Background: an optimization exercise with open tools, aiming at a short achievable clock period and few clock cycles. Do not read the settings as production practice.
In this exercise RTL edits were held to simulation tests only and were not proved equivalent to the original.
Power figures rest on the tool's default switching activity, not on a simulated workload.

File: flow/config.mk
export PLATFORM = sky130hd
export DESIGN_NAME = manta_style
export DESIGN_NICKNAME = manta_style
export VERILOG_FILES = /design/flow/design.v
export SDC_FILE = /design/flow/constraint.sdc
export NUM_CORES = 4
export LEC_CHECK = 0
export CAP_MARGIN = 40
export CORE_MARGIN = 2
export CORE_UTILIZATION = 40
export PLACE_DENSITY = 0.6
export SETUP_SLACK_MARGIN = 5
export SLEW_MARGIN = 40
File: flow/constraint.sdc
create_clock -name core_clock -period 8.5 [get_ports {clk}]
set_input_delay 1.7000 -clock core_clock [delete_from_list [all_inputs] [get_ports {clk}]]
set_output_delay 1.7000 -clock core_clock [all_outputs]
set_load 0.01 [all_outputs]
File: flow/design.v
module multiplier3 (
    input             clk,
    input      [15:0] A,
    input      [15:0] B,
    output     [15:0] product,      
    output            ovf           
);
    wire pp_0_0 = A[0] & B[0];
    wire pp_1_0 = A[1] & B[0];
    wire pp_2_0 = A[2] & B[0];
    wire pp_3_0 = A[3] & B[0];
    wire pp_4_0 = A[4] & B[0];
    wire pp_5_0 = A[5] & B[0];
    wire pp_6_0 = A[6] & B[0];
    wire pp_7_0 = A[7] & B[0];
    wire pp_8_0 = A[8] & B[0];
    wire pp_9_0 = A[9] & B[0];
    wire pp_10_0 = A[10] & B[0];
    wire pp_11_0 = A[11] & B[0];
    wire pp_12_0 = A[12] & B[0];
    wire pp_13_0 = A[13] & B[0];
    wire pp_14_0 = A[14] & B[0];
    wire pp_15_0 = A[15] & B[0];
    wire pp_0_1 = A[0] & B[1];
    wire pp_1_1 = A[1] & B[1];
    wire pp_2_1 = A[2] & B[1];
    wire pp_3_1 = A[3] & B[1];
    wire pp_4_1 = A[4] & B[1];
    wire pp_5_1 = A[5] & B[1];
    wire pp_6_1 = A[6] & B[1];
    wire pp_7_1 = A[7] & B[1];
    wire pp_8_1 = A[8] & B[1];
    wire pp_9_1 = A[9] & B[1];
    wire pp_10_1 = A[10] & B[1];
    wire pp_11_1 = A[11] & B[1];
    wire pp_12_1 = A[12] & B[1];
    wire pp_13_1 = A[13] & B[1];
    wire pp_14_1 = A[14] & B[1];
    wire pp_0_2 = A[0] & B[2];
    wire pp_1_2 = A[1] & B[2];
    wire pp_2_2 = A[2] & B[2];
    wire pp_3_2 = A[3] & B[2];
    wire pp_4_2 = A[4] & B[2];
    wire pp_5_2 = A[5] & B[2];
    wire pp_6_2 = A[6] & B[2];
    wire pp_7_2 = A[7] & B[2];
    wire pp_8_2 = A[8] & B[2];
    wire pp_9_2 = A[9] & B[2];
    wire pp_10_2 = A[10] & B[2];
    wire pp_11_2 = A[11] & B[2];
    wire pp_12_2 = A[12] & B[2];
    wire pp_13_2 = A[13] & B[2];
    wire pp_0_3 = A[0] & B[3];
    wire pp_1_3 = A[1] & B[3];
    wire pp_2_3 = A[2] & B[3];
    wire pp_3_3 = A[3] & B[3];
    wire pp_4_3 = A[4] & B[3];
    wire pp_5_3 = A[5] & B[3];
    wire pp_6_3 = A[6] & B[3];
    wire pp_7_3 = A[7] & B[3];
    wire pp_8_3 = A[8] & B[3];
    wire pp_9_3 = A[9] & B[3];
    wire pp_10_3 = A[10] & B[3];
    wire pp_11_3 = A[11] & B[3];
    wire pp_12_3 = A[12] & B[3];
    wire pp_0_4 = A[0] & B[4];
    wire pp_1_4 = A[1] & B[4];
    wire pp_2_4 = A[2] & B[4];
    wire pp_3_4 = A[3] & B[4];
    wire pp_4_4 = A[4] & B[4];
    wire pp_5_4 = A[5] & B[4];
    wire pp_6_4 = A[6] & B[4];
    wire pp_7_4 = A[7] & B[4];
    wire pp_8_4 = A[8] & B[4];
    wire pp_9_4 = A[9] & B[4];
    wire pp_10_4 = A[10] & B[4];
    wire pp_11_4 = A[11] & B[4];
    wire pp_0_5 = A[0] & B[5];
    wire pp_1_5 = A[1] & B[5];
    wire pp_2_5 = A[2] & B[5];
    wire pp_3_5 = A[3] & B[5];
    wire pp_4_5 = A[4] & B[5];
    wire pp_5_5 = A[5] & B[5];
    wire pp_6_5 = A[6] & B[5];
    wire pp_7_5 = A[7] & B[5];
    wire pp_8_5 = A[8] & B[5];
    wire pp_9_5 = A[9] & B[5];
    wire pp_10_5 = A[10] & B[5];
    wire pp_0_6 = A[0] & B[6];
    wire pp_1_6 = A[1] & B[6];
    wire pp_2_6 = A[2] & B[6];
    wire pp_3_6 = A[3] & B[6];
    wire pp_4_6 = A[4] & B[6];
    wire pp_5_6 = A[5] & B[6];
    wire pp_6_6 = A[6] & B[6];
    wire pp_7_6 = A[7] & B[6];
    wire pp_8_6 = A[8] & B[6];
    wire pp_9_6 = A[9] & B[6];
    wire pp_0_7 = A[0] & B[7];
    wire pp_1_7 = A[1] & B[7];
    wire pp_2_7 = A[2] & B[7];
    wire pp_3_7 = A[3] & B[7];
    wire pp_4_7 = A[4] & B[7];
    wire pp_5_7 = A[5] & B[7];
    wire pp_6_7 = A[6] & B[7];
    wire pp_7_7 = A[7] & B[7];
    wire pp_8_7 = A[8] & B[7];
    wire pp_0_8 = A[0] & B[8];
    wire pp_1_8 = A[1] & B[8];
    wire pp_2_8 = A[2] & B[8];
    wire pp_3_8 = A[3] & B[8];
    wire pp_4_8 = A[4] & B[8];
    wire pp_5_8 = A[5] & B[8];
    wire pp_6_8 = A[6] & B[8];
    wire pp_7_8 = A[7] & B[8];
    wire pp_0_9 = A[0] & B[9];
    wire pp_1_9 = A[1] & B[9];
    wire pp_2_9 = A[2] & B[9];
    wire pp_3_9 = A[3] & B[9];
    wire pp_4_9 = A[4] & B[9];
    wire pp_5_9 = A[5] & B[9];
    wire pp_6_9 = A[6] & B[9];
    wire pp_0_10 = A[0] & B[10];
    wire pp_1_10 = A[1] & B[10];
    wire pp_2_10 = A[2] & B[10];
    wire pp_3_10 = A[3] & B[10];
    wire pp_4_10 = A[4] & B[10];
    wire pp_5_10 = A[5] & B[10];
    wire pp_0_11 = A[0] & B[11];
    wire pp_1_11 = A[1] & B[11];
    wire pp_2_11 = A[2] & B[11];
    wire pp_3_11 = A[3] & B[11];
    wire pp_4_11 = A[4] & B[11];
    wire pp_0_12 = A[0] & B[12];
    wire pp_1_12 = A[1] & B[12];
    wire pp_2_12 = A[2] & B[12];
    wire pp_3_12 = A[3] & B[12];
    wire pp_0_13 = A[0] & B[13];
    wire pp_1_13 = A[1] & B[13];
    wire pp_2_13 = A[2] & B[13];
    wire pp_0_14 = A[0] & B[14];
    wire pp_1_14 = A[1] & B[14];
    wire pp_0_15 = A[0] & B[15];
    wire [15:0] aor;
    assign aor[15] = A[15];
    assign aor[0] = |A[15:0];
    assign aor[1] = |A[15:1];
    assign aor[2] = |A[15:2];
    assign aor[3] = |A[15:3];
    assign aor[4] = |A[15:4];
    assign aor[5] = |A[15:5];
    assign aor[6] = |A[15:6];
    assign aor[7] = |A[15:7];
    assign aor[8] = |A[15:8];
    assign aor[9] = |A[15:9];
    assign aor[10] = |A[15:10];
    assign aor[11] = |A[15:11];
    assign aor[12] = |A[15:12];
    assign aor[13] = |A[15:13];
    assign aor[14] = |A[15:14];
    wire hi_any = (B[1] & aor[15]) | (B[2] & aor[14]) | (B[3] & aor[13]) | (B[4] & aor[12]) | (B[5] & aor[11]) | (B[6] & aor[10]) | (B[7] & aor[9]) | (B[8] & aor[8]) | (B[9] & aor[7]) | (B[10] & aor[6]) | (B[11] & aor[5]) | (B[12] & aor[4]) | (B[13] & aor[3]) | (B[14] & aor[2]) | (B[15] & aor[1]);
    wire s1 = pp_13_0 ^ pp_12_1;
    wire c2 = pp_13_0 & pp_12_1;
    wire s3 = pp_14_0 ^ pp_13_1 ^ pp_12_2;
    wire c4 = (pp_14_0 & pp_13_1) | (pp_14_0 & pp_12_2) | (pp_13_1 & pp_12_2);
    wire s5 = pp_11_3 ^ pp_10_4;
    wire c6 = pp_11_3 & pp_10_4;
    wire s7 = pp_15_0 ^ pp_14_1 ^ pp_13_2;
    wire c8 = (pp_15_0 & pp_14_1) | (pp_15_0 & pp_13_2) | (pp_14_1 & pp_13_2);
    wire s9 = pp_12_3 ^ pp_11_4 ^ pp_10_5;
    wire c10 = (pp_12_3 & pp_11_4) | (pp_12_3 & pp_10_5) | (pp_11_4 & pp_10_5);
    wire s11 = pp_9_6 ^ pp_8_7;
    wire c12 = pp_9_6 & pp_8_7;
    wire s13 = pp_9_0 ^ pp_8_1;
    wire c14 = pp_9_0 & pp_8_1;
    wire s15 = pp_10_0 ^ pp_9_1 ^ pp_8_2;
    wire c16 = (pp_10_0 & pp_9_1) | (pp_10_0 & pp_8_2) | (pp_9_1 & pp_8_2);
    wire s17 = pp_7_3 ^ pp_6_4;
    wire c18 = pp_7_3 & pp_6_4;
    wire s19 = pp_11_0 ^ pp_10_1 ^ pp_9_2;
    wire c20 = (pp_11_0 & pp_10_1) | (pp_11_0 & pp_9_2) | (pp_10_1 & pp_9_2);
    wire s21 = pp_8_3 ^ pp_7_4 ^ pp_6_5;
    wire c22 = (pp_8_3 & pp_7_4) | (pp_8_3 & pp_6_5) | (pp_7_4 & pp_6_5);
    wire s23 = pp_5_6 ^ pp_4_7;
    wire c24 = pp_5_6 & pp_4_7;
    wire s25 = pp_12_0 ^ pp_11_1 ^ pp_10_2;
    wire c26 = (pp_12_0 & pp_11_1) | (pp_12_0 & pp_10_2) | (pp_11_1 & pp_10_2);
    wire s27 = pp_9_3 ^ pp_8_4 ^ pp_7_5;
    wire c28 = (pp_9_3 & pp_8_4) | (pp_9_3 & pp_7_5) | (pp_8_4 & pp_7_5);
    wire s29 = pp_6_6 ^ pp_5_7 ^ pp_4_8;
    wire c30 = (pp_6_6 & pp_5_7) | (pp_6_6 & pp_4_8) | (pp_5_7 & pp_4_8);
    wire s31 = pp_3_9 ^ pp_2_10;
    wire c32 = pp_3_9 & pp_2_10;
    wire s33 = s1 ^ pp_11_2 ^ pp_10_3;
    wire c34 = (s1 & pp_11_2) | (s1 & pp_10_3) | (pp_11_2 & pp_10_3);
    wire s35 = pp_9_4 ^ pp_8_5 ^ pp_7_6;
    wire c36 = (pp_9_4 & pp_8_5) | (pp_9_4 & pp_7_6) | (pp_8_5 & pp_7_6);
    wire s37 = pp_6_7 ^ pp_5_8 ^ pp_4_9;
    wire c38 = (pp_6_7 & pp_5_8) | (pp_6_7 & pp_4_9) | (pp_5_8 & pp_4_9);
    wire s39 = pp_3_10 ^ pp_2_11 ^ pp_1_12;
    wire c40 = (pp_3_10 & pp_2_11) | (pp_3_10 & pp_1_12) | (pp_2_11 & pp_1_12);
    wire s41 = s3 ^ s5 ^ pp_9_5;
    wire c42 = (s3 & s5) | (s3 & pp_9_5) | (s5 & pp_9_5);
    wire s43 = pp_8_6 ^ pp_7_7 ^ pp_6_8;
    wire c44 = (pp_8_6 & pp_7_7) | (pp_8_6 & pp_6_8) | (pp_7_7 & pp_6_8);
    wire s45 = pp_5_9 ^ pp_4_10 ^ pp_3_11;
    wire c46 = (pp_5_9 & pp_4_10) | (pp_5_9 & pp_3_11) | (pp_4_10 & pp_3_11);
    wire s47 = pp_2_12 ^ pp_1_13 ^ pp_0_14;
    wire c48 = (pp_2_12 & pp_1_13) | (pp_2_12 & pp_0_14) | (pp_1_13 & pp_0_14);
    wire s49 = s7 ^ s9 ^ s11;
    wire c50 = (s7 & s9) | (s7 & s11) | (s9 & s11);
    wire s51 = pp_7_8 ^ pp_6_9 ^ pp_5_10;
    wire c52 = (pp_7_8 & pp_6_9) | (pp_7_8 & pp_5_10) | (pp_6_9 & pp_5_10);
    wire s53 = pp_4_11 ^ pp_3_12 ^ pp_2_13;
    wire c54 = (pp_4_11 & pp_3_12) | (pp_4_11 & pp_2_13) | (pp_3_12 & pp_2_13);
    wire s55 = pp_1_14 ^ pp_0_15 ^ c4;
    wire c56 = (pp_1_14 & pp_0_15) | (pp_1_14 & c4) | (pp_0_15 & c4);
    wire s57 = pp_6_0 ^ pp_5_1;
    wire c58 = pp_6_0 & pp_5_1;
    wire s59 = pp_7_0 ^ pp_6_1 ^ pp_5_2;
    wire c60 = (pp_7_0 & pp_6_1) | (pp_7_0 & pp_5_2) | (pp_6_1 & pp_5_2);
    wire s61 = pp_4_3 ^ pp_3_4;
    wire c62 = pp_4_3 & pp_3_4;
    wire s63 = pp_8_0 ^ pp_7_1 ^ pp_6_2;
    wire c64 = (pp_8_0 & pp_7_1) | (pp_8_0 & pp_6_2) | (pp_7_1 & pp_6_2);
    wire s65 = pp_5_3 ^ pp_4_4 ^ pp_3_5;
    wire c66 = (pp_5_3 & pp_4_4) | (pp_5_3 & pp_3_5) | (pp_4_4 & pp_3_5);
    wire s67 = pp_2_6 ^ pp_1_7;
    wire c68 = pp_2_6 & pp_1_7;
    wire s69 = s13 ^ pp_7_2 ^ pp_6_3;
    wire c70 = (s13 & pp_7_2) | (s13 & pp_6_3) | (pp_7_2 & pp_6_3);
    wire s71 = pp_5_4 ^ pp_4_5 ^ pp_3_6;
    wire c72 = (pp_5_4 & pp_4_5) | (pp_5_4 & pp_3_6) | (pp_4_5 & pp_3_6);
    wire s73 = pp_2_7 ^ pp_1_8 ^ pp_0_9;
    wire c74 = (pp_2_7 & pp_1_8) | (pp_2_7 & pp_0_9) | (pp_1_8 & pp_0_9);
    wire s75 = s15 ^ s17 ^ pp_5_5;
    wire c76 = (s15 & s17) | (s15 & pp_5_5) | (s17 & pp_5_5);
    wire s77 = pp_4_6 ^ pp_3_7 ^ pp_2_8;
    wire c78 = (pp_4_6 & pp_3_7) | (pp_4_6 & pp_2_8) | (pp_3_7 & pp_2_8);
    wire s79 = pp_1_9 ^ pp_0_10 ^ c14;
    wire c80 = (pp_1_9 & pp_0_10) | (pp_1_9 & c14) | (pp_0_10 & c14);
    wire s81 = s19 ^ s21 ^ s23;
    wire c82 = (s19 & s21) | (s19 & s23) | (s21 & s23);
    wire s83 = pp_3_8 ^ pp_2_9 ^ pp_1_10;
    wire c84 = (pp_3_8 & pp_2_9) | (pp_3_8 & pp_1_10) | (pp_2_9 & pp_1_10);
    wire s85 = pp_0_11 ^ c16 ^ c18;
    wire c86 = (pp_0_11 & c16) | (pp_0_11 & c18) | (c16 & c18);
    wire s87 = s25 ^ s27 ^ s29;
    wire c88 = (s25 & s27) | (s25 & s29) | (s27 & s29);
    wire s89 = s31 ^ pp_1_11 ^ pp_0_12;
    wire c90 = (s31 & pp_1_11) | (s31 & pp_0_12) | (pp_1_11 & pp_0_12);
    wire s91 = c20 ^ c22 ^ c24;
    wire c92 = (c20 & c22) | (c20 & c24) | (c22 & c24);
    wire s93 = s33 ^ s35 ^ s37;
    wire c94 = (s33 & s35) | (s33 & s37) | (s35 & s37);
    wire s95 = s39 ^ pp_0_13 ^ c26;
    wire c96 = (s39 & pp_0_13) | (s39 & c26) | (pp_0_13 & c26);
    wire s97 = c28 ^ c30 ^ c32;
    wire c98 = (c28 & c30) | (c28 & c32) | (c30 & c32);
    wire s99 = s41 ^ s43 ^ s45;
    wire c100 = (s41 & s43) | (s41 & s45) | (s43 & s45);
    wire s101 = s47 ^ c2 ^ c34;
    wire c102 = (s47 & c2) | (s47 & c34) | (c2 & c34);
    wire s103 = c36 ^ c38 ^ c40;
    wire c104 = (c36 & c38) | (c36 & c40) | (c38 & c40);
    wire s105 = s49 ^ s51 ^ s53;
    wire c106 = (s49 & s51) | (s49 & s53) | (s51 & s53);
    wire s107 = s55 ^ c6 ^ c42;
    wire c108 = (s55 & c6) | (s55 & c42) | (c6 & c42);
    wire s109 = c44 ^ c46 ^ c48;
    wire c110 = (c44 & c46) | (c44 & c48) | (c46 & c48);
    wire s111 = pp_4_0 ^ pp_3_1;
    wire c112 = pp_4_0 & pp_3_1;
    wire s113 = pp_5_0 ^ pp_4_1 ^ pp_3_2;
    wire c114 = (pp_5_0 & pp_4_1) | (pp_5_0 & pp_3_2) | (pp_4_1 & pp_3_2);
    wire s115 = pp_2_3 ^ pp_1_4;
    wire c116 = pp_2_3 & pp_1_4;
    wire s117 = s57 ^ pp_4_2 ^ pp_3_3;
    wire c118 = (s57 & pp_4_2) | (s57 & pp_3_3) | (pp_4_2 & pp_3_3);
    wire s119 = pp_2_4 ^ pp_1_5 ^ pp_0_6;
    wire c120 = (pp_2_4 & pp_1_5) | (pp_2_4 & pp_0_6) | (pp_1_5 & pp_0_6);
    wire s121 = s59 ^ s61 ^ pp_2_5;
    wire c122 = (s59 & s61) | (s59 & pp_2_5) | (s61 & pp_2_5);
    wire s123 = pp_1_6 ^ pp_0_7 ^ c58;
    wire c124 = (pp_1_6 & pp_0_7) | (pp_1_6 & c58) | (pp_0_7 & c58);
    wire s125 = s63 ^ s65 ^ s67;
    wire c126 = (s63 & s65) | (s63 & s67) | (s65 & s67);
    wire s127 = pp_0_8 ^ c60 ^ c62;
    wire c128 = (pp_0_8 & c60) | (pp_0_8 & c62) | (c60 & c62);
    wire s129 = s69 ^ s71 ^ s73;
    wire c130 = (s69 & s71) | (s69 & s73) | (s71 & s73);
    wire s131 = c64 ^ c66 ^ c68;
    wire c132 = (c64 & c66) | (c64 & c68) | (c66 & c68);
    wire s133 = s75 ^ s77 ^ s79;
    wire c134 = (s75 & s77) | (s75 & s79) | (s77 & s79);
    wire s135 = c70 ^ c72 ^ c74;
    wire c136 = (c70 & c72) | (c70 & c74) | (c72 & c74);
    wire s137 = s81 ^ s83 ^ s85;
    wire c138 = (s81 & s83) | (s81 & s85) | (s83 & s85);
    wire s139 = c76 ^ c78 ^ c80;
    wire c140 = (c76 & c78) | (c76 & c80) | (c78 & c80);
    wire s141 = s87 ^ s89 ^ s91;
    wire c142 = (s87 & s89) | (s87 & s91) | (s89 & s91);
    wire s143 = c82 ^ c84 ^ c86;
    wire c144 = (c82 & c84) | (c82 & c86) | (c84 & c86);
    wire s145 = s93 ^ s95 ^ s97;
    wire c146 = (s93 & s95) | (s93 & s97) | (s95 & s97);
    wire s147 = c88 ^ c90 ^ c92;
    wire c148 = (c88 & c90) | (c88 & c92) | (c90 & c92);
    wire s149 = s99 ^ s101 ^ s103;
    wire c150 = (s99 & s101) | (s99 & s103) | (s101 & s103);
    wire s151 = c94 ^ c96 ^ c98;
    wire c152 = (c94 & c96) | (c94 & c98) | (c96 & c98);
    wire s153 = s105 ^ s107 ^ s109;
    wire c154 = (s105 & s107) | (s105 & s109) | (s107 & s109);
    wire s155 = c100 ^ c102 ^ c104;
    wire c156 = (c100 & c102) | (c100 & c104) | (c102 & c104);
    wire ovf1 = hi_any;
    reg ovf1_q;
    reg c8_q;
    reg c10_q;
    reg c12_q;
    reg c50_q;
    reg c52_q;
    reg c54_q;
    reg c56_q;
    reg c106_q;
    reg c108_q;
    reg c110_q;
    reg c154_q;
    reg c156_q;
    reg q0_0;
    reg q0_1;
    reg q1_1;
    reg q0_2;
    reg q1_2;
    reg q2_2;
    reg q0_3;
    reg q1_3;
    reg q2_3;
    reg q3_3;
    reg q0_4;
    reg q1_4;
    reg q2_4;
    reg q3_4;
    reg q0_5;
    reg q1_5;
    reg q2_5;
    reg q3_5;
    reg q0_6;
    reg q1_6;
    reg q2_6;
    reg q3_6;
    reg q0_7;
    reg q1_7;
    reg q2_7;
    reg q3_7;
    reg q0_8;
    reg q1_8;
    reg q2_8;
    reg q3_8;
    reg q0_9;
    reg q1_9;
    reg q2_9;
    reg q3_9;
    reg q0_10;
    reg q1_10;
    reg q2_10;
    reg q3_10;
    reg q0_11;
    reg q1_11;
    reg q2_11;
    reg q3_11;
    reg q0_12;
    reg q1_12;
    reg q2_12;
    reg q3_12;
    reg q0_13;
    reg q1_13;
    reg q2_13;
    reg q3_13;
    reg q0_14;
    reg q1_14;
    reg q2_14;
    reg q3_14;
    reg q0_15;
    reg q1_15;
    reg q2_15;
    reg q3_15;
    always @(posedge clk) begin
        ovf1_q <= ovf1;
        q0_0 <= pp_0_0;
        q0_1 <= pp_1_0;
        q1_1 <= pp_0_1;
        q0_2 <= pp_2_0;
        q1_2 <= pp_1_1;
        q2_2 <= pp_0_2;
        q0_3 <= pp_3_0;
        q1_3 <= pp_2_1;
        q2_3 <= pp_1_2;
        q3_3 <= pp_0_3;
        q0_4 <= s111;
        q1_4 <= pp_2_2;
        q2_4 <= pp_1_3;
        q3_4 <= pp_0_4;
        q0_5 <= s113;
        q1_5 <= s115;
        q2_5 <= pp_0_5;
        q3_5 <= c112;
        q0_6 <= s117;
        q1_6 <= s119;
        q2_6 <= c114;
        q3_6 <= c116;
        q0_7 <= s121;
        q1_7 <= s123;
        q2_7 <= c118;
        q3_7 <= c120;
        q0_8 <= s125;
        q1_8 <= s127;
        q2_8 <= c122;
        q3_8 <= c124;
        q0_9 <= s129;
        q1_9 <= s131;
        q2_9 <= c126;
        q3_9 <= c128;
        q0_10 <= s133;
        q1_10 <= s135;
        q2_10 <= c130;
        q3_10 <= c132;
        q0_11 <= s137;
        q1_11 <= s139;
        q2_11 <= c134;
        q3_11 <= c136;
        q0_12 <= s141;
        q1_12 <= s143;
        q2_12 <= c138;
        q3_12 <= c140;
        q0_13 <= s145;
        q1_13 <= s147;
        q2_13 <= c142;
        q3_13 <= c144;
        q0_14 <= s149;
        q1_14 <= s151;
        q2_14 <= c146;
        q3_14 <= c148;
        q0_15 <= s153;
        q1_15 <= s155;
        q2_15 <= c150;
        q3_15 <= c152;
        c8_q <= c8;
        c10_q <= c10;
        c12_q <= c12;
        c50_q <= c50;
        c52_q <= c52;
        c54_q <= c54;
        c56_q <= c56;
        c106_q <= c106;
        c108_q <= c108;
        c110_q <= c110;
        c154_q <= c154;
        c156_q <= c156;
    end
    wire s157 = q0_3 ^ q1_3;
    wire c158 = q0_3 & q1_3;
    wire s159 = q0_4 ^ q1_4 ^ q2_4;
    wire c160 = (q0_4 & q1_4) | (q0_4 & q2_4) | (q1_4 & q2_4);
    wire s161 = q0_5 ^ q1_5 ^ q2_5;
    wire c162 = (q0_5 & q1_5) | (q0_5 & q2_5) | (q1_5 & q2_5);
    wire s163 = q0_6 ^ q1_6 ^ q2_6;
    wire c164 = (q0_6 & q1_6) | (q0_6 & q2_6) | (q1_6 & q2_6);
    wire s165 = q0_7 ^ q1_7 ^ q2_7;
    wire c166 = (q0_7 & q1_7) | (q0_7 & q2_7) | (q1_7 & q2_7);
    wire s167 = q0_8 ^ q1_8 ^ q2_8;
    wire c168 = (q0_8 & q1_8) | (q0_8 & q2_8) | (q1_8 & q2_8);
    wire s169 = q0_9 ^ q1_9 ^ q2_9;
    wire c170 = (q0_9 & q1_9) | (q0_9 & q2_9) | (q1_9 & q2_9);
    wire s171 = q0_10 ^ q1_10 ^ q2_10;
    wire c172 = (q0_10 & q1_10) | (q0_10 & q2_10) | (q1_10 & q2_10);
    wire s173 = q0_11 ^ q1_11 ^ q2_11;
    wire c174 = (q0_11 & q1_11) | (q0_11 & q2_11) | (q1_11 & q2_11);
    wire s175 = q0_12 ^ q1_12 ^ q2_12;
    wire c176 = (q0_12 & q1_12) | (q0_12 & q2_12) | (q1_12 & q2_12);
    wire s177 = q0_13 ^ q1_13 ^ q2_13;
    wire c178 = (q0_13 & q1_13) | (q0_13 & q2_13) | (q1_13 & q2_13);
    wire s179 = q0_14 ^ q1_14 ^ q2_14;
    wire c180 = (q0_14 & q1_14) | (q0_14 & q2_14) | (q1_14 & q2_14);
    wire s181 = q0_15 ^ q1_15 ^ q2_15;
    wire c182 = (q0_15 & q1_15) | (q0_15 & q2_15) | (q1_15 & q2_15);
    wire s183 = q0_2 ^ q1_2;
    wire c184 = q0_2 & q1_2;
    wire s185 = s157 ^ q2_3 ^ q3_3;
    wire c186 = (s157 & q2_3) | (s157 & q3_3) | (q2_3 & q3_3);
    wire s187 = s159 ^ q3_4 ^ c158;
    wire c188 = (s159 & q3_4) | (s159 & c158) | (q3_4 & c158);
    wire s189 = s161 ^ q3_5 ^ c160;
    wire c190 = (s161 & q3_5) | (s161 & c160) | (q3_5 & c160);
    wire s191 = s163 ^ q3_6 ^ c162;
    wire c192 = (s163 & q3_6) | (s163 & c162) | (q3_6 & c162);
    wire s193 = s165 ^ q3_7 ^ c164;
    wire c194 = (s165 & q3_7) | (s165 & c164) | (q3_7 & c164);
    wire s195 = s167 ^ q3_8 ^ c166;
    wire c196 = (s167 & q3_8) | (s167 & c166) | (q3_8 & c166);
    wire s197 = s169 ^ q3_9 ^ c168;
    wire c198 = (s169 & q3_9) | (s169 & c168) | (q3_9 & c168);
    wire s199 = s171 ^ q3_10 ^ c170;
    wire c200 = (s171 & q3_10) | (s171 & c170) | (q3_10 & c170);
    wire s201 = s173 ^ q3_11 ^ c172;
    wire c202 = (s173 & q3_11) | (s173 & c172) | (q3_11 & c172);
    wire s203 = s175 ^ q3_12 ^ c174;
    wire c204 = (s175 & q3_12) | (s175 & c174) | (q3_12 & c174);
    wire s205 = s177 ^ q3_13 ^ c176;
    wire c206 = (s177 & q3_13) | (s177 & c176) | (q3_13 & c176);
    wire s207 = s179 ^ q3_14 ^ c178;
    wire c208 = (s179 & q3_14) | (s179 & c178) | (q3_14 & c178);
    wire s209 = s181 ^ q3_15 ^ c180;
    wire c210 = (s181 & q3_15) | (s181 & c180) | (q3_15 & c180);
    wire [15:0] ra = {s209, s207, s205, s203, s201, s199, s197, s195, s193, s191, s189, s187, s185, s183, q0_1, q0_0};
    wire [15:0] rb = {c208, c206, c204, c202, c200, c198, c196, c194, c192, c190, c188, c186, c184, q2_2, q1_1, 1'b0};
    wire [16:0] sum;
    ks_add #(.W(16), .L(4)) cpa (.a(ra), .b(rb), .cin(1'b0), .sum(sum[15:0]), .cout(sum[16]));
    assign ovf = ovf1_q | sum[16] | c182 | c210 | c8_q | c10_q | c12_q | c50_q | c52_q | c54_q | c56_q | c106_q | c108_q | c110_q | c154_q | c156_q;
    assign product = sum[15:0];
endmodule
module alu (
    input      [15:0] A,
    input      [15:0] B,
    input      [3:0]  shamt,
    input      [15:0] pc1,
    input             op_add,     
    input             op_sub,
    input             op_and,
    input             op_or,
    input             op_xor,
    input             op_shl,
    input             op_shr,
    input             op_link,
    output     [15:0] sum,
    output     [15:0] out
);
    ks_add #(.W(16), .L(4)) add (.a(A), .b(op_sub ? ~B : B), .cin(op_sub), .sum(sum), .cout());
    wire [15:0] shl = A << shamt;
    wire [15:0] shr = A >> shamt;
    wire [15:0] other = ({16{op_and}}  & (A & B))
               | ({16{op_or}}   & (A | B))
               | ({16{op_xor}}  & (A ^ B))
               | ({16{op_shl}}  & shl)
               | ({16{op_shr}}  & shr)
               | ({16{op_link}} & pc1);
    assign out = (op_add | op_sub) ? sum : other;
endmodule
module ks_add #(
    parameter W = 16,
    parameter L = 4              
) (
    input  [W-1:0] a,
    input  [W-1:0] b,
    input          cin,
    output [W-1:0] sum,
    output         cout
);
    wire [W-1:0] g [0:L];
    wire [W-1:0] p [0:L];
    assign p[0] = a ^ b;
    assign g[0] = (a & b) | {{(W-1){1'b0}}, (a[0] ^ b[0]) & cin};
    genvar i, j;
    generate
        for (i = 0; i < L; i = i + 1) begin : lvl
            for (j = 0; j < W; j = j + 1) begin : bit_
                if (j >= (1 << i)) begin : comb
                    assign g[i+1][j] = g[i][j] | (p[i][j] & g[i][j - (1 << i)]);
                    assign p[i+1][j] = p[i][j] & p[i][j - (1 << i)];
                end else begin : pass
                    assign g[i+1][j] = g[i][j];
                    assign p[i+1][j] = p[i][j];
                end
            end
        end
    endgenerate
    assign sum  = p[0] ^ {g[L][W-2:0], cin};
    assign cout = g[L][W-1];
endmodule
module register_file (
    input             clk,
    input             rst,
    input      [3:0]  rd_1,
    input      [3:0]  rd_2,
    input      [3:0]  rd_3,
    input      [3:0]  rd_4,
    input      [3:0]  wr,
    input      [15:0] wr_data,
    input             wr_en,
    output     [15:0] rd_1_data,
    output     [15:0] rd_2_data,
    output     [15:0] rd_3_data,
    output     [15:0] rd_4_data
);
    reg [15:0] gpr [1:15];
    integer i;
    always @(posedge clk) begin
        if (rst) begin
            for (i = 1; i < 16; i = i + 1) gpr[i] <= 16'd0;
        end else if (wr_en && wr != 4'd0) begin
            gpr[wr] <= wr_data;
        end
    end
    assign rd_1_data = (rd_1 == 4'd0) ? 16'd0 : gpr[rd_1];
    assign rd_2_data = (rd_2 == 4'd0) ? 16'd0 : gpr[rd_2];
    assign rd_3_data = (rd_3 == 4'd0) ? 16'd0 : gpr[rd_3];
    assign rd_4_data = (rd_4 == 4'd0) ? 16'd0 : gpr[rd_4];
endmodule
module manta_style (
    input clk,
    input rst,
    output [15:0] imem_addr,
    input  [15:0] imem_rdata,
    output [15:0] dmem_addr,
    output        dmem_we,
    output [15:0] dmem_wdata,
    input  [15:0] dmem_rdata
);
    reg [15:0] fa;               
    reg        lr_v;             
    reg [3:0]  lr_rd;            
    reg [15:0] lr_q;
    assign imem_addr = fa;
    wire [3:0]  f_op     = imem_rdata[15:12];
    wire        f_pnt;            
    wire        f_bne_t  = (f_op == 4'hd) && (imem_rdata[11:8] != imem_rdata[3:0]) && !f_pnt;
    wire        f_jalr_p = (f_op == 4'hf) && lr_v && (imem_rdata[11:8] == lr_rd);
    wire        f_jmp    = f_bne_t || (f_op == 4'he) || f_jalr_p;
    wire [15:0] f_off4   = {{12{imem_rdata[7]}}, imem_rdata[7:4]};
    wire [15:0] f_off    = f_op[1] ? {{8{imem_rdata[11]}}, imem_rdata[11:4]} : f_off4;
    wire [15:0] f_seq    = fa + 16'd1;
    wire [15:0] f_tgt_j, f_tgt_r;
    ks_add #(.W(16), .L(4)) f_add (.a(fa), .b(f_off), .cin(1'b0), .sum(f_tgt_j), .cout());
    ks_add #(.W(16), .L(4)) r_add (.a(lr_q), .b(f_off4), .cin(1'b0), .sum(f_tgt_r), .cout());
    wire [15:0] f_tgt    = f_jalr_p ? f_tgt_r : f_tgt_j;
    reg        d_valid;
    reg [15:0] d_ir;
    reg [15:0] d_pc1;
    reg [3:0]  d_r1, d_r2;       
    reg [15:0] d_fb;             
    reg        b_hm, b_hw, b_hz;  
    reg [15:0] d_fb2;            
    reg        d_pok;            
    reg        c_hm, c_hw, c_hz;  
    reg        d_pnt;            
    reg        d_jp;             
    reg [15:0] d_pbase;
    wire [3:0] d_op = d_ir[15:12];
    wire [3:0] d_ra = d_ir[11:8];
    wire [3:0] d_rb = d_ir[7:4];
    wire [3:0] d_rc = d_ir[3:0];
    wire       d_uses_a = (d_op != 4'he);
    wire       d_rr     = (d_op < 4'h6);                     
    wire       d_cd     = (d_op == 4'hc) || (d_op == 4'hd);   
    wire       d_wr = !d_cd && (d_rc != 4'd0);
    wire       d_imm = !d_rr;                                
    wire [15:0] d_immv = (d_op == 4'hf) ? {{12{d_ir[7]}}, d_ir[7:4]} : {12'd0, d_ir[7:4]};
    reg        e_valid;
    reg        e_wr;
    reg [3:0]  e_rd;
    reg        e_late;           
    reg [15:0] e_addr;           
    reg        e_we;             
    reg [15:0] e_sd;             
    reg        e_fdm;
    reg        e_load, e_store, e_mul, e_bne, e_jalr;
    reg        e_zcmp;           
    reg        e_add, e_sub, e_and, e_or, e_xor, e_shl, e_shr, e_link;
    reg [15:0] e_a, e_b, e_s, e_pc1;
    reg        e_fam, e_faw, e_fbm, e_fbw, e_fsm, e_fsw;
    reg        e_mfam, e_mfaw, e_mfbm, e_mfbw;
    reg        e_bt;             
    reg        e_jp;             
    reg [15:0] e_pbase;
    reg        m_wr;
    reg [3:0]  m_rd;
    reg        m_mul;
    reg [15:0] m_res;
    reg        m_jmiss;          
    reg [15:0] m_jt;
    reg        w_wr;
    reg [3:0]  w_rd;
    reg [15:0] w_res;
    reg        z_wr;             
    reg [3:0]  z_rd;
    reg [15:0] z_res;
    wire [15:0] rf1, rf2, rf3, rf4;
    wire [3:0]  f_r1 = (f_op != 4'he) ? imem_rdata[11:8] : 4'd0;
    register_file rf (
        .clk(clk), .rst(rst),
        .rd_1(d_r1), .rd_2(d_r2), .rd_3(f_r1), .rd_3_data(rf3),
        .rd_4(imem_rdata[7:4]), .rd_4_data(rf4),
        .wr(w_rd), .wr_data(w_res), .wr_en(w_wr),
        .rd_1_data(rf1), .rd_2_data(rf2)
    );
    wire [15:0] d_v1 = (w_wr && w_rd == d_r1) ? w_res : rf1;
    wire [15:0] d_v2 = (w_wr && w_rd == d_r2) ? w_res : rf2;
    wire d_he1 = e_wr && (e_rd == d_r1) && (d_r1 != 4'd0);
    wire d_he2 = e_wr && (e_rd == d_r2) && (d_r2 != 4'd0);
    wire d_hm1 = m_wr && (m_rd == d_r1) && (d_r1 != 4'd0);
    wire d_hm2 = m_wr && (m_rd == d_r2) && (d_r2 != 4'd0);
    wire d_ls = (d_op == 4'hb) || (d_op == 4'hc);
    wire d_stall = d_valid && ((e_late && (d_he1 || d_he2)) ||
                               (d_ls && (d_he1 || (d_hm1 && m_mul))) ||
                               ((d_op == 4'hc) && d_hm2 && m_mul));
    wire [15:0] d_sd = d_hm2 ? m_res : d_v2;
    wire [15:0] d_base = b_hm ? m_res : (b_hw ? w_res : (b_hz ? z_res : d_fb));
    wire [3:0]  b_r1n = d_stall ? d_r1 : f_r1;      
    wire [3:0]  c_r2n = d_stall ? d_rb : imem_rdata[7:4];
    wire d_zc = d_valid && ((d_op == 4'h1) || (d_op == 4'h4)) && (d_rc != 4'd0) &&
                !(e_wr && (((e_rd == d_ra) && (d_ra != 4'd0)) || ((e_rd == d_rb) && (d_rb != 4'd0))));
    wire d_zeq = d_zc && d_pok && (d_fb == d_fb2) && !(b_hm || b_hw || b_hz || c_hm || c_hw || c_hz);
    assign f_pnt = d_zeq && (f_op == 4'hd) &&
                   (((imem_rdata[11:8] == d_rc) && (imem_rdata[3:0] == 4'd0)) ||
                    ((imem_rdata[3:0] == d_rc) && (imem_rdata[11:8] == 4'd0)));
    wire [15:0] d_addr;
    ks_add #(.W(16), .L(4)) agu (.a(d_base), .b({12'd0, d_ir[7:4]}), .cin(1'b0), .sum(d_addr), .cout());
    wire [15:0] x_a = e_fam ? m_res : (e_faw ? w_res : e_a);
    wire [15:0] x_b = e_fbm ? m_res : (e_fbw ? w_res : e_b);
    wire [15:0] x_s = e_fsm ? m_res : (e_fsw ? w_res : e_s);
    wire [15:0] x_sum, x_out;
    alu alu (
        .A(x_a), .B(x_b), .shamt(e_b[3:0]), .pc1(e_pc1),
        .op_add(e_add), .op_sub(e_sub), .op_and(e_and), .op_or(e_or),
        .op_xor(e_xor), .op_shl(e_shl), .op_shr(e_shr), .op_link(e_link),
        .sum(x_sum), .out(x_out)
    );
    wire [15:0] mul_out;
    wire [15:0] x_ma = e_mfam ? m_res : (e_mfaw ? w_res : e_a);
    wire [15:0] x_mb = e_mfbm ? m_res : (e_mfbw ? w_res : e_b);
    wire        mul_ovf;
    multiplier3 mul (.clk(clk), .A(x_ma), .B(x_mb), .product(mul_out), .ovf(mul_ovf));
    wire x_bmiss = e_valid && e_bne && e_bt && (x_a == x_s);
    wire x_jmiss = e_valid && e_jalr && !(e_jp && (x_a == e_pbase));
    wire x_redir = x_bmiss || x_jmiss || m_jmiss;
    wire d_fuse = d_valid && (d_op == 4'hd) && e_valid && e_zcmp && e_wr &&
                  (((d_ra == e_rd) && (d_rc == 4'd0)) || ((d_rc == e_rd) && (d_ra == 4'd0)));
    wire d_early = d_fuse && !d_pnt && (x_a == x_b);
    assign dmem_addr  = e_addr;
    assign dmem_we    = e_we;
    assign dmem_wdata = e_fdm ? m_res : e_sd;
    always @(posedge clk) begin
        if (rst) begin
            fa <= 16'd0;
        end else if (m_jmiss) begin
            fa <= m_jt;
        end else if (x_bmiss) begin
            fa <= e_pc1;
        end else if (d_early) begin
            fa <= d_pc1;
        end else if (!d_stall) begin
            fa <= f_jmp ? f_tgt : f_seq;
        end
        if (rst) begin
            lr_v <= 1'b0;
        end else if (f_op == 4'he && imem_rdata[3:0] != 4'd0) begin
            lr_v  <= 1'b1;
            lr_rd <= imem_rdata[3:0];
            lr_q  <= f_seq;
        end
        if (rst || x_redir || d_early) begin
            d_valid <= 1'b0;
        end else if (!d_stall) begin
            d_valid <= 1'b1;
        end
        d_fb <= d_stall ? d_base : rf3;
        d_fb2 <= rf4;
        d_pok <= !d_stall;
        c_hm <= e_wr && (e_rd == c_r2n) && (c_r2n != 4'd0);
        c_hw <= m_wr && (m_rd == c_r2n) && (c_r2n != 4'd0);
        c_hz <= w_wr && (w_rd == c_r2n) && (c_r2n != 4'd0);
        b_hm <= e_wr && (e_rd == b_r1n) && (b_r1n != 4'd0);
        b_hw <= m_wr && (m_rd == b_r1n) && (b_r1n != 4'd0);
        b_hz <= w_wr && (w_rd == b_r1n) && (b_r1n != 4'd0);
        if (!d_stall) begin
            d_ir    <= imem_rdata;
            d_r1    <= f_r1;
            d_r2    <= (f_op < 4'h6) ? imem_rdata[7:4] :
                       ((f_op == 4'hc) || (f_op == 4'hd)) ? imem_rdata[3:0] : 4'd0;
            d_pc1   <= f_seq;
            d_jp    <= f_jalr_p;
            d_pnt   <= f_pnt;
            d_pbase <= lr_q;
        end
        e_rd   <= d_rc;
        e_late <= (d_op == 4'h5);
        e_addr <= d_addr;
        e_sd   <= d_sd;
        e_fdm  <= d_he2 && (d_op == 4'hc);
        e_load <= (d_op == 4'hb);
        e_store <= (d_op == 4'hc);
        e_mul  <= (d_op == 4'h5);
        e_bne  <= (d_op == 4'hd);
        e_jalr <= (d_op == 4'hf);
        e_add  <= (d_op == 4'h0) || (d_op == 4'h6);
        e_sub  <= (d_op == 4'h1);
        e_zcmp <= (d_op == 4'h1) || (d_op == 4'h4);
        e_and  <= (d_op == 4'h2) || (d_op == 4'h7);
        e_or   <= (d_op == 4'h3) || (d_op == 4'h8);
        e_xor  <= (d_op == 4'h4);
        e_shl  <= (d_op == 4'h9);
        e_shr  <= (d_op == 4'ha);
        e_link <= (d_op == 4'he) || (d_op == 4'hf);
        e_a    <= d_v1;
        e_b    <= d_imm ? d_immv : d_v2;
        e_s    <= d_v2;
        e_pc1  <= d_pc1;
        e_fam  <= d_he1;
        e_faw  <= d_hm1;
        e_fbm  <= d_he2 && !d_imm;
        e_fbw  <= d_hm2 && !d_imm;
        e_fsm  <= d_he2;
        e_fsw  <= d_hm2;
        e_mfam <= d_he1 && (d_op == 4'h5);
        e_mfaw <= d_hm1 && (d_op == 4'h5);
        e_mfbm <= d_he2 && (d_op == 4'h5);
        e_mfbw <= d_hm2 && (d_op == 4'h5);
        e_bt   <= (d_ra != d_rc) && !d_early && !d_pnt;
        e_jp   <= d_jp;
        e_pbase <= d_pbase;
        if (rst || x_redir || d_stall || !d_valid) begin
            e_valid <= 1'b0;
            e_wr    <= 1'b0;
            e_we    <= 1'b0;
        end else begin
            e_valid <= 1'b1;
            e_wr    <= d_wr;
            e_we    <= (d_op == 4'hc);
        end
        m_rd    <= e_rd;
        m_mul   <= e_mul;
        m_res   <= e_load ? dmem_rdata : x_out;
        m_jt    <= x_sum;
        if (rst) begin
            m_wr <= 1'b0;
            m_jmiss <= 1'b0;
        end else begin
            m_jmiss <= x_jmiss;
            m_wr <= e_wr;
        end
        w_rd  <= m_rd;
        z_rd  <= w_rd;
        z_res <= w_res;
        w_res <= m_mul ? (mul_out | {16{mul_ovf}}) : m_res;
        if (rst) begin
            w_wr <= 1'b0;
            z_wr <= 1'b0;
        end else begin
            w_wr <= m_wr;
            z_wr <= w_wr;
        end
    end
endmodule
File: flow/flow/run.sh
#!/bin/bash
set -euo pipefail
bash standard.sh SETUP_SLACK_MARGIN=5.7 "BUFFER_PORTS_ARGS=-buffer_cell sky130_fd_sc_hd__buf_4" finish > standard.log 2>&1
File: flow/standard.sh
#!/bin/bash
# synth_recipe.tcl (not shown) runs the flow's synth.tcl, then flattens the netlist and writes it again
# the make line also repeats each setting of config.mk as NAME=value (left out here)
make -C /OpenROAD-flow-scripts/flow DESIGN_CONFIG=/design/flow/config.mk WORK_HOME=/design/flow/orfs CLKGATE_MAP_FILE= SYNTH_SCRIPT=/design/flow/synth_recipe.tcl "${@:-finish}"
==> out/metrics.yaml, run 1 <==
status: "finished clean"
setup_tns_ps: 0
gr-usage-met3_pct: 8.69
synthTopCellsByCount: "nor2_1, dfxtp_1, edfxtp_1"
cts-root-buf: "clkbuf_16"
place_congestion: 1.02
place_hpwl_um: 104000
setup_ws_ps: 4990
synth_top_flop_cell: "dfxtp_1"
r2r_end: "e_wr"
power.switching_mw: 3.84
yosysMostFrequentCell: "nor2_1"
grt_pass1_wl_um: 247000
cp.required_ps: 6800
start_util_pct: 40.5
worst-path-max-fanout: 8
ys_seq_area_share_pct: 39.9
place_ws_ps: 3720
rows: 119
fillers: 8846
relSlewSlack_pct: 38.7
area_growth_pct: 32.3
drc: 0
hold_start: "d_pbase[2]"
postSynthCellCount: 3933
via_per_inst: 6.24
leakage_nw: 22.0
drv_cap: 0
die_h_um: 331
cts_buffers: 79
h-tree-depth: 3
critical_path_class: "reg2out"
p_int_mw: 7.65
regMostFlops: "rf.gpr"
grt_pass1_vias: 34523
firstDrtPassIters: 10
ys_ff_latch: 687
grt_overflow: 0
setup_viol: 0
slew_violations: 0
synth_edf_count: 330
largest_reg_flops: 256
reg2regPathDepth: 14
hp-class: "reg2reg"
regToRegSetupSlack_ps: 5080
antenna_found_initial: 7
vias: 36064
grt_usage_pct: 31.1
coreArea_um2: 106000
p_comb_share_pct: 31.5
grt_max_degree: 65
clock_skew_ps: 34.6
ant_nets: 0
die_w_um: 331
grt.busiest_layer: "met2"
hold_depth: 0
start_kind: "register"
port_buffers: 82
rsz0062_at_grt: "true"
grt_use_met1_pct: 40.1
clk_latency_ps: 680
drt_first_iter_violations: 4965
synth-async-reset-ratio_pct: 0
synth_largest_area_cell: "edfxtp_1"
wl_um: 174000
avgRoutedWirePerCell_um: 30.1
cts_tree: "built"
reg2reg_from: "w_res[2]"
yosys_warnings: 4
die_area_um2: 110000
swShare_pct: 33.4
clock_path_buffers: 3
clock-sinks: 687
peakVddDrop_uv: 162
io_pins: 83
fmax_mhz: 285
clkPwrFrac_pct: 32.0
ys_top_cells_by_area: "edfxtp_1, dfxtp_1, mux4_2, mux2i_1, fa_1"
use_met2_pct: 47.7
worstPathArrival_ps: 1810
totalPowerFinal_mw: 11.5
yosys.area.top_type_share_pct: 23.2
timing.final.crit_share_pct: 41.3
syn_area_um2: 42800
layout.nets: 4558
drive_gt1_share_pct: 37.7
path_clk_slew_ps: 60
ys_types: 89
power_frac_seq_pct: 36.4
whs_endpoint: "e_pbase[2]"
power_density_nw_per_um2: 203
hold_viol: 0
worstMarginPinSlew_ps: 920
avgSynthCellArea_um2: 10.9
finalCriticalPeriod_ps: 3510
worstSetupEndpointType: "output pin"
area by class of cell:
type                            instances  area (um^2)  share of cell area [%]
Multi-Input combinational cell       2792        27000                    47.8
Sequential cell                       687        17300                    30.6
Timing Repair Buffer                  597         7090                    12.5
Clock buffer                          110         2320                    4.10
Tap cell                             1391         1740                    3.08
Inverter                              160          658                    1.16
Clock inverter                         35          447                   0.790
Timing Repair inverter                  1         8.76                  0.0155
Antenna cell                            3         7.51                  0.0133
cells by family (layout without fill, tap and decap cells):
| group | count (synthesis) | after routing | share of synthesized area [%] |
|---|---|---|---|
| and+or+nand+nor | 1157 | 1161 | 13.3 |
| DFF | 687 | 687 | 39.9 |
| AOI/OAI and AO/OA | 662 | 662 | 9.80 |
| muxes | 529 | 530 | 20.5 |
| buffers and inverters | 474 | 903 | 4.33 |
| xor gates and xnor gates | 217 | 217 | 4.46 |
| adders and majority gates | 206 | 206 | 7.71 |
| other | 1 | 19 | 0.00877 |
how the worst max path moves through the flow:
stage | from | endpoint | slack (ps) | depth (start not counted)
floorplan | imem_rdata[8] | fa[11] | 4450 | 15
CTS | e_fdm | dmem_wdata[4] | 5010 | 3
detailed placement | imem_rdata[7] | fa[11] | 3720 | 12
global route | e_fdm | dmem_wdata[0] | 4990 | 3
finish | e_fdm | dmem_wdata[0] | 4990 | 3
global placement | imem_rdata[4] | fa[6] | 3690 | 13
worst max-delay path, cell delays in order (launching register included):
cell and delay, ps:
dfxtp_4 440, buf_16 200, mux2_4 360, buf_6 130
cell usage in the layout, fill, tap and decap left out, types with 36 or more instances in the layout:
cell	n
nand3_1	38
o22ai_1	36
xnor2_1	106
clkbuf_16	89
a21oi_2	61
dfxtp_2	48
o21ai_0	117
and2_1	249
ha_1	79
dfxtp_4	46
inv_1	134
mux2_2	36
buf_6	149
buf_12	64
a21oi_1	103
nand2_1	188
fa_1	65
mux2i_1	178
mux4_2	263
edfxtp_1	330
nor3_1	45
nor2_1	346
dfxtp_1	263
nor2b_1	38
xor2_1	83
buf_4	310
through the flow:
stage               cells  utilization [%]  hold slack (ps)  cell area [um^2]
floorplan            3948                -              323             44300
global placement     5182             42.8              327             45200
detailed placement   5194             43.1              329             45500
CTS                  5657             51.4              341             54400
global route         5774             53.5              344             56600
finish               5776             53.5              338             56600
per-layer routing:
| layer | part of all wire [%] | routed length [um] |
|---|---|---|
| met1 | 37 | 64300 |
| met2 | 45 | 77700 |
| met3 | 12 | 20900 |
| met4 | 6.2 | 10800 |
| met5 | 0.0075 | 13 |
power groups by stage:
stage	Combinational, mW	Sequential, mW	Clock, mW
floorplan	1.83	4.00	0
global placement	2.52	4.24	0
detailed placement	2.54	4.24	0
CTS	3.28	4.15	3.70
global route	3.81	4.20	3.85
finish	3.63	4.18	3.68
timing repair:
action / CTS / global route
cloned: 38 / 4
hold buffers: 0 / 0
setup buffers: 280 / 112
pin swaps: 160 / 174
gates resized for setup: 671 / 257
setup endpoints to repair: 642 / 290
Testbench counts, summed over its fixed seeds: cycles 525,453.
==> run 2, diff against run 1 <==
--- a/flow/config.mk
+++ b/flow/config.mk
@@ -8,6 +8,6 @@
 export CAP_MARGIN = 40
 export CORE_MARGIN = 2
-export CORE_UTILIZATION = 40
-export PLACE_DENSITY = 0.6
+export CORE_UTILIZATION = 55
+export PLACE_DENSITY = 0.65
 export SETUP_SLACK_MARGIN = 5
 export SLEW_MARGIN = 40
==> run 2 against run 1 <==
Compared with the run above: non-clock buffer count increased by 1; clock power down 8.7%; area after synthesis unchanged; fmax up 0.64%; largest cell class unchanged; largest power group unchanged.
==> out/metrics.yaml, run 2 <==
grt_pass1_vias: 34836  # +0.91%
hold_viol: 0  # unchanged
cts-root-buf: "clkbuf_16"
multi_input_area_um2: 26900  # -0.37%
synth_edf_count: 330  # unchanged
postSynthCellCount: 3933  # unchanged
ys_types: 89  # unchanged
clock-sinks: 687  # unchanged
hp-class: "reg2reg"
synth.mux.area_fraction_pct: 20.5  # unchanged
fin_cells: 5428  # -6.0%
synthSimpleGateAreaFrac_pct: 13.3  # unchanged
drv_cap: 0  # unchanged
setup_tns_ps: 0  # unchanged
peakVddDrop_uv: 180  # +12%
rows: 102  # -14%
reg2regPathDepth: 11  # -3
firstDrtPassIters: 7  # -3
synth-async-reset-ratio_pct: 0  # unchanged
status: "finished clean"
coreArea_um2: 77200  # -27%
io_pins: 83  # unchanged
worstSetupEndpointType: "register"
yosysMostFrequentCell: "nor2_1"
place_inst: 4847  # -6.7%
syn_area_um2: 42800  # unchanged
setup_ws_ps: 5010  # +22.3 ps
worstMarginPinSlew_ps: 872  # -47.8 ps
fin_util_pct: 72.0  # +18 points
cp.required_ps: 9000  # +2200 ps
grt_max_degree: 65  # unchanged
area_growth_pct: 30.0
fmax_mhz: 287  # +0.64%
yosys_warnings: 4  # unchanged
relSlewSlack_pct: 41.9  # +3.2 points
drt_first_iter_violations: 6306  # +27%
rsz0062_at_grt: "true"
place_hpwl_um: 100000  # -3.4%
hold_depth: 0  # unchanged
clk_latency_ps: 640  # -40 ps
cts_buffers: 78  # -1.3%
yosys.area.top_type_share_pct: 23.2  # unchanged
path_clk_slew_ps: 60  # about the same
fillers: 5167  # -42%
start_util_pct: 55.4  # +15 points
avgSynthCellArea_um2: 10.9  # unchanged
h-tree-depth: 3  # unchanged
worst-path-max-fanout: 6  # -2
finalCriticalPeriod_ps: 3490  # -22.3 ps
die_area_um2: 80000  # -27%
setup_viol: 0  # unchanged
die_h_um: 283  # -15%
timing.final.crit_share_pct: 41.0  # -0.26 points
antenna_found_initial: 8  # +1
ys_ff_latch: 687  # unchanged
drc: 0  # unchanged
vias: 37219  # +3.2%
ys_top_cells_by_area: "edfxtp_1, dfxtp_1, mux4_2, mux2i_1, fa_1"
wl_um: 172000  # -0.87%
synth_compound_area_share_pct: 9.80  # unchanged
final_cell_mix: "nor2_1, buf_4, edfxtp_1"
synthAdderAreaFrac_pct: 7.71  # unchanged
grt_overflow: 0  # unchanged
clock_path_buffers: 3  # unchanged
ys_seq_area_share_pct: 39.9  # unchanged
clock_skew_ps: 52.1  # +17.5 ps
regMostFlops: "rf.gpr"
place_ws_ps: 3820  # +95.4 ps
synthTopCellsByCount: "nor2_1, dfxtp_1, edfxtp_1"
drive_gt1_share_pct: 36.4  # -1.3 points
worstPathArrival_ps: 3980  # +2170 ps
grt_usage_pct: 41.8  # +11 points
cts_hold_buf: 0  # unchanged
layout.nets: 4559  # +0.022%
cts_tree: "built"
synth_xor_area_share_pct: 4.46  # unchanged
power_density_nw_per_um2: 201  # -1.3%
slew_violations: 0  # unchanged
port_buffers: 82  # unchanged
grt_pass1_wl_um: 240000  # -2.5%
synth_largest_area_cell: "edfxtp_1"
die_w_um: 283  # -15%
largest_reg_flops: 256  # unchanged
start_kind: "register"
leakage_nw: 21.7  # -1.1%
avgRoutedWirePerCell_um: 31.7  # +5.5%
synth_top_family_by_area: "multiplexers"
register_area_um2: 17300  # -0.20%
ant_nets: 0  # unchanged
synth_top_flop_cell: "dfxtp_1"
critical_path_class: "reg2reg"
place_congestion: 0.946  # -7.0%
layout.cells.most_common: "nor2_1"
via_per_inst: 6.86  # +9.8%
==> run 2: cell types whose count changed in the layout (fill, tap and decap cells not counted), sizes merged, moves of 2 or more <==
cell / change
clkinv: +17
diode: +5
bufbuf: -6
buf: +9
inv: -7
clkbuf: -9
bufinv: -5
clkinvlp: -2
==> run 2: final timing paths <==
kind	to	slack, ps	start
setup / recovery	e_we	5010	e_faw
hold / removal	e_pbase[5]	340	d_pbase[5]
setup reg to reg	e_we	5010	e_faw
hold reg to reg	e_pbase[5]	340	d_pbase[5]
==> run 2: through the flow <==
| stage | power, mW | hold slack (ps) | instance area (um^2) |
|---|---|---|---|
| 2_1_floorplan | 5.83 | 323 | 44300 |
| 3_3_place_gp | 6.72 | 326 | 44800 |
| 3_5_place_dp | 6.74 | 329 | 45200 |
| 4_1_cts | 10.7 | 340 | 53300 |
| 5_1_grt | 11.4 | 344 | 55600 |
| 6_report | 11.2 | 342 | 55600 |
==> run 2: routing by layer <==
layer  global-route usage [%]  vias to the layer above  wire length (um)
met3                     13.5                      763             26900
met1                     57.4                    18034             62400
met4                     21.5                       10             11600
met5                        0                        -               170
met2                     59.1                     3322             71000
li1                         -                    15090                 -
==> run 2: timing repair <==
item                                    in CTS  in global routing
resized for setup                          589                227
gates cloned                                33                  6
endpoints found under the setup margin     565                325
buffers inserted                           264                129
pin swaps                                  170                153
==> run 2: critical path, cell delays in order, from the launching register on <==
cell	delay [ps]
dfxtp_4	440
buf_16	150
mux2i_1	220
o21a_2	280
inv_2	180
xnor2_1	170
nand4_1	170
nor4_4	330
a31oi_2	170
or4b_4	530
or4_4	480
nor4_4	240
==> run 2: cells by family after synthesis <==
logic type | after synthesis
muxes | 529
adders and majority gates | 206
and+or+nand+nor | 1157
other | 1
AOI/OAI and AO/OA | 662
DFF | 687
xor gates and xnor gates | 217
buffers and inverters | 474
==> run 2: power breakdown <==
group | switching (mW) | leakage (nW) | internal, mW
Combinational | 1.97 | 14.1 | 1.65
Clock | 1.42 | 1.22 | 1.94
Sequential | 0.375 | 6.41 | 3.80
==> run 2: cell type report <==
cell class              count  area share [%]
diodes                      8          0.0360
clock inverters            38           0.511
well taps                1040            2.34
clock buffers             103            3.96
repair inverters            1          0.0158
inverters                 160            1.17
multi-input cells        2793            48.4
flip-flops and latches    687            31.0
repair buffers            598            12.5
==> run 3, diff against run 2 <==
==> flow/flow/run.sh (replaced) <==
#!/bin/bash
set -euo pipefail
bash standard.sh SETUP_SLACK_MARGIN=6.0 "BUFFER_PORTS_ARGS=-buffer_cell sky130_fd_sc_hd__buf_4" finish > standard.log 2>&1
--- a/flow/config.mk
+++ b/flow/config.mk
@@ -8,5 +8,5 @@
 export CAP_MARGIN = 40
 export CORE_MARGIN = 2
-export CORE_UTILIZATION = 55
+export CORE_UTILIZATION = 45
 export PLACE_DENSITY = 0.65
 export SETUP_SLACK_MARGIN = 5
==> run 3 against run 2 <==
Compared with the run above: clock skew decreased by 15 ps; largest power group unchanged; largest cell class unchanged; highest routed layer unchanged; fmax is 0.28% lower; synthesized cell count did not move.
==> out/metrics.yaml, run 3 <==
leakage_nw: 22.1  # +2.0%
via_per_inst: 6.55  # -4.5%
worstMarginPinSlew_ps: 902  # +29.9 ps
start_util_pct: 45.2  # -10 points
yosys.area.top_type_share_pct: 23.2  # unchanged
synth_largest_area_cell: "edfxtp_1"
totalPowerFinal_mw: 11.4  # +2.6%
slew_violations: 0  # unchanged
final_cell_mix: "nor2_1, edfxtp_1, buf_4"
ant_nets: 0  # unchanged
regMostFlops: "rf.gpr"
yosysMostFrequentCell: "nor2_1"
power_density_nw_per_um2: 201  # about the same
clock_path_buffers: 3  # unchanged
setup_viol: 0  # unchanged
cts-root-buf: "clkbuf_16"
antenna_found_initial: 6  # -2
vias: 37231  # +0.032%
relSlewSlack_pct: 39.2  # -2.6 points
area_growth_pct: 33.4
h-tree-depth: 3  # unchanged
regToRegSetupSlack_ps: 5110  # +100 ps
drc: 0  # unchanged
grt_pass1_wl_um: 251000  # +4.2%
power.switching_mw: 3.87  # +2.8%
yosys_warnings: 4  # unchanged
power_frac_seq_pct: 36.7  # -0.7 points
die_area_um2: 97500  # +22%
clock-sinks: 687  # unchanged
die_h_um: 312  # +10%
firstDrtPassIters: 6  # -1
grt_pass1_vias: 35322  # +1.4%
cts_tree: "built"
drive_gt1_share_pct: 38.5  # +2.1 points
place_hpwl_um: 105000  # +4.4%
syn_area_um2: 42800  # unchanged
ys_top_cells_by_area: "edfxtp_1, dfxtp_1, mux4_2, mux2i_1, fa_1"
grt_overflow: 0  # unchanged
ys_types: 89  # unchanged
cp.required_ps: 9030  # +30 ps
hold_viol: 0  # unchanged
worstPathArrival_ps: 4030  # +50 ps
clock_skew_ps: 36.7  # -15.4 ps
grt_usage_pct: 35.2  # -6.6 points
coreArea_um2: 94600  # +23%
worst-path-max-fanout: 4  # -2
synthTopCellsByCount: "nor2_1, dfxtp_1, edfxtp_1"
fin_util_pct: 60.3  # -12 points
status: "finished clean"
hp-class: "reg2reg"
avgSynthCellArea_um2: 10.9  # unchanged
synth_top_flop_cell: "dfxtp_1"
worstSetupEndpointType: "register"
postSynthCellCount: 3933  # unchanged
p_comb_share_pct: 32.6  # about the same
port_buffers: 82  # unchanged
p_int_mw: 7.57  # +2.5%
die_w_um: 312  # +10%
synth-async-reset-ratio_pct: 0  # unchanged
synth_edf_count: 330  # unchanged
peakVddDrop_uv: 144  # -20%
finalCriticalPeriod_ps: 3500  # +9.84 ps
io_pins: 83  # unchanged
setup_tns_ps: 0  # unchanged
avgRoutedWirePerCell_um: 31.5  # -0.79%
critical_path_class: "in2reg"
wl_um: 179000  # +3.9%
layout.nets: 4587  # +0.61%
clkPwrFrac_pct: 30.8  # +0.7 points
start_kind: "input pin"
largest_reg_flops: 256  # unchanged
clk_latency_ps: 660  # +20 ps
cts_buffers: 78  # unchanged
layout.cells.most_common: "nor2_1"
timing.final.crit_share_pct: 41.1  # +0.12 points
ys_ff_latch: 687  # unchanged
swShare_pct: 33.9  # +0.062 points
drt_first_iter_violations: 5619  # -11%
rsz0062_at_grt: "true"
path_clk_slew_ps: 60  # about the same
whs_ps: 319  # -23.2 ps
rows: 113  # +11%
grt_max_degree: 58  # -11%
drv_cap: 0  # unchanged
fmax_mhz: 286  # -0.28%
ys_seq_area_share_pct: 39.9  # unchanged
place_congestion: 0.940  # -0.63%
cts_hold_buf: 0  # unchanged
fillers: 7170  # +39%
## run 3: changes by cell type in the layout (fill, tap and decap cells not counted), moves of 11 or more
cell	change
buf_6	+50
dfxtp_2	+11
buf_4	-49
a21oi_1	-11
o21ai_2	+14
xnor2_1	-11
a21oi_4	+11
o21ai_0	-17
dfxtp_1	-19
buf_12	+19
## run 3: path summary, 6_finish.rpt
path / startpoint / endpoint / depth (start not counted)
hold / removal: d_pbase[15] / e_pbase[15] / 0
setup / recovery: imem_rdata[4] / fa[12] / 15
hold reg to reg: d_pbase[15] / e_pbase[15] / 0
setup reg to reg: e_faw / fa[4] / 13
## run 3: repair_timing
| item | CTS | global route |
|---|---|---|
| buffers inserted | 326 | 107 |
| resized for setup | 680 | 265 |
| endpoints found under the setup margin | 808 | 525 |
| cloned | 33 | 8 |
| pin swaps | 178 | 173 |
## run 3: critical path, stage by stage
cell and delay (ps):
buf_16 110, buf_16 130, ha_4 160, buf_6 110, inv_2 40, fa_2 210, nor2b_2 60, o31a_1 340
o211a_1 260, o21ai_2 200, nor2b_4 180, xor2_1 160, o221ai_1 120, o21ai_1 160, a31oi_1 90
## run 3: metal layers
layer  global-route usage [%]  share of wire, %
met1                     45.8                36
met2                     51.5                43
met3                     11.9                14
met4                     19.4               7.1
met5                        0             0.010
## run 3: final cells by class
type	count	area [um^2]	share of cell area, %
Antenna cell	9	22.5	0.0395
Clock buffer	110	2310	4.05
Clock inverter	35	327	0.572
Inverter	160	666	1.17
Multi-Input combinational cell	2791	27100	47.5
Sequential cell	687	17300	30.3
Tap cell	1265	1580	2.77
Timing Repair Buffer	628	7760	13.6
Timing Repair inverter	1	8.76	0.0153
## run 3: metrics by stage
step | cell area, um^2 | worst slack, ps | std cells
2_1_floorplan | 44700 | 4450 | 3948
6_report | 57100 | 5000 | 5686
3_3_place_gp | 45200 | 3690 | 5045
3_5_place_dp | 45500 | 3820 | 5058
4_1_cts | 54700 | 5030 | 5562
5_1_grt | 57000 | 4950 | 5679
## run 3: power groups by stage
stage | clock, mW | combinational [mW] | sequential (mW)
2_1_floorplan | 0 | 1.85 | 4.00
3_3_place_gp | 0 | 2.49 | 4.26
3_5_place_dp | 0 | 2.53 | 4.26
4_1_cts | 3.52 | 3.32 | 4.16
5_1_grt | 3.65 | 3.89 | 4.21
6_report | 3.52 | 3.72 | 4.20
## run 3: cells by family after synthesis
family          synth area share [%]
simple gates                    13.3
xor+xnor                        4.46
compound gates                  9.80
other cells                  0.00877
flops                           39.9
fa+ha+maj                       7.71
buf+inv                         4.33
mux                             20.5

-- re-timing with driven ports --
The flow's constraints put no driver on any port. The routed layouts listed below were extracted and timed again, unchanged, in two steps. Step 1: set_driving_cell puts a clkbuf_16 on clk and a buf_2 on each other input, an assumption about the parent block. Step 2 also shifts input and output timing later by t, the mid clock arrival at the registers, as if the neighbouring blocks saw the same clock. Slacks: ideal ports / drivers / drivers and shift; pairs: ideal ports / drivers.
run | shift t [ns] | setup WS [ns] | hold slack, ns | latest minus earliest clock arrival (ns)
run 1 | 0.748 | 4.991 / 4.904 / 4.156 | 0.338 / 0.338 / 0.338 | 0.035 / 0.035
run 2 | 0.690 | 5.013 / 4.936 / 4.246 | 0.342 / 0.342 / 0.342 | 0.053 / 0.053
run 3 | 0.716 | 5.004 / 4.877 / 4.162 | 0.319 / 0.319 / 0.319 | 0.037 / 0.037
After both steps setup and hold are still met in every run listed. The setup slack of run 3, which loses most, moves by -0.127 ns with the drivers and by -0.842 ns with both steps.
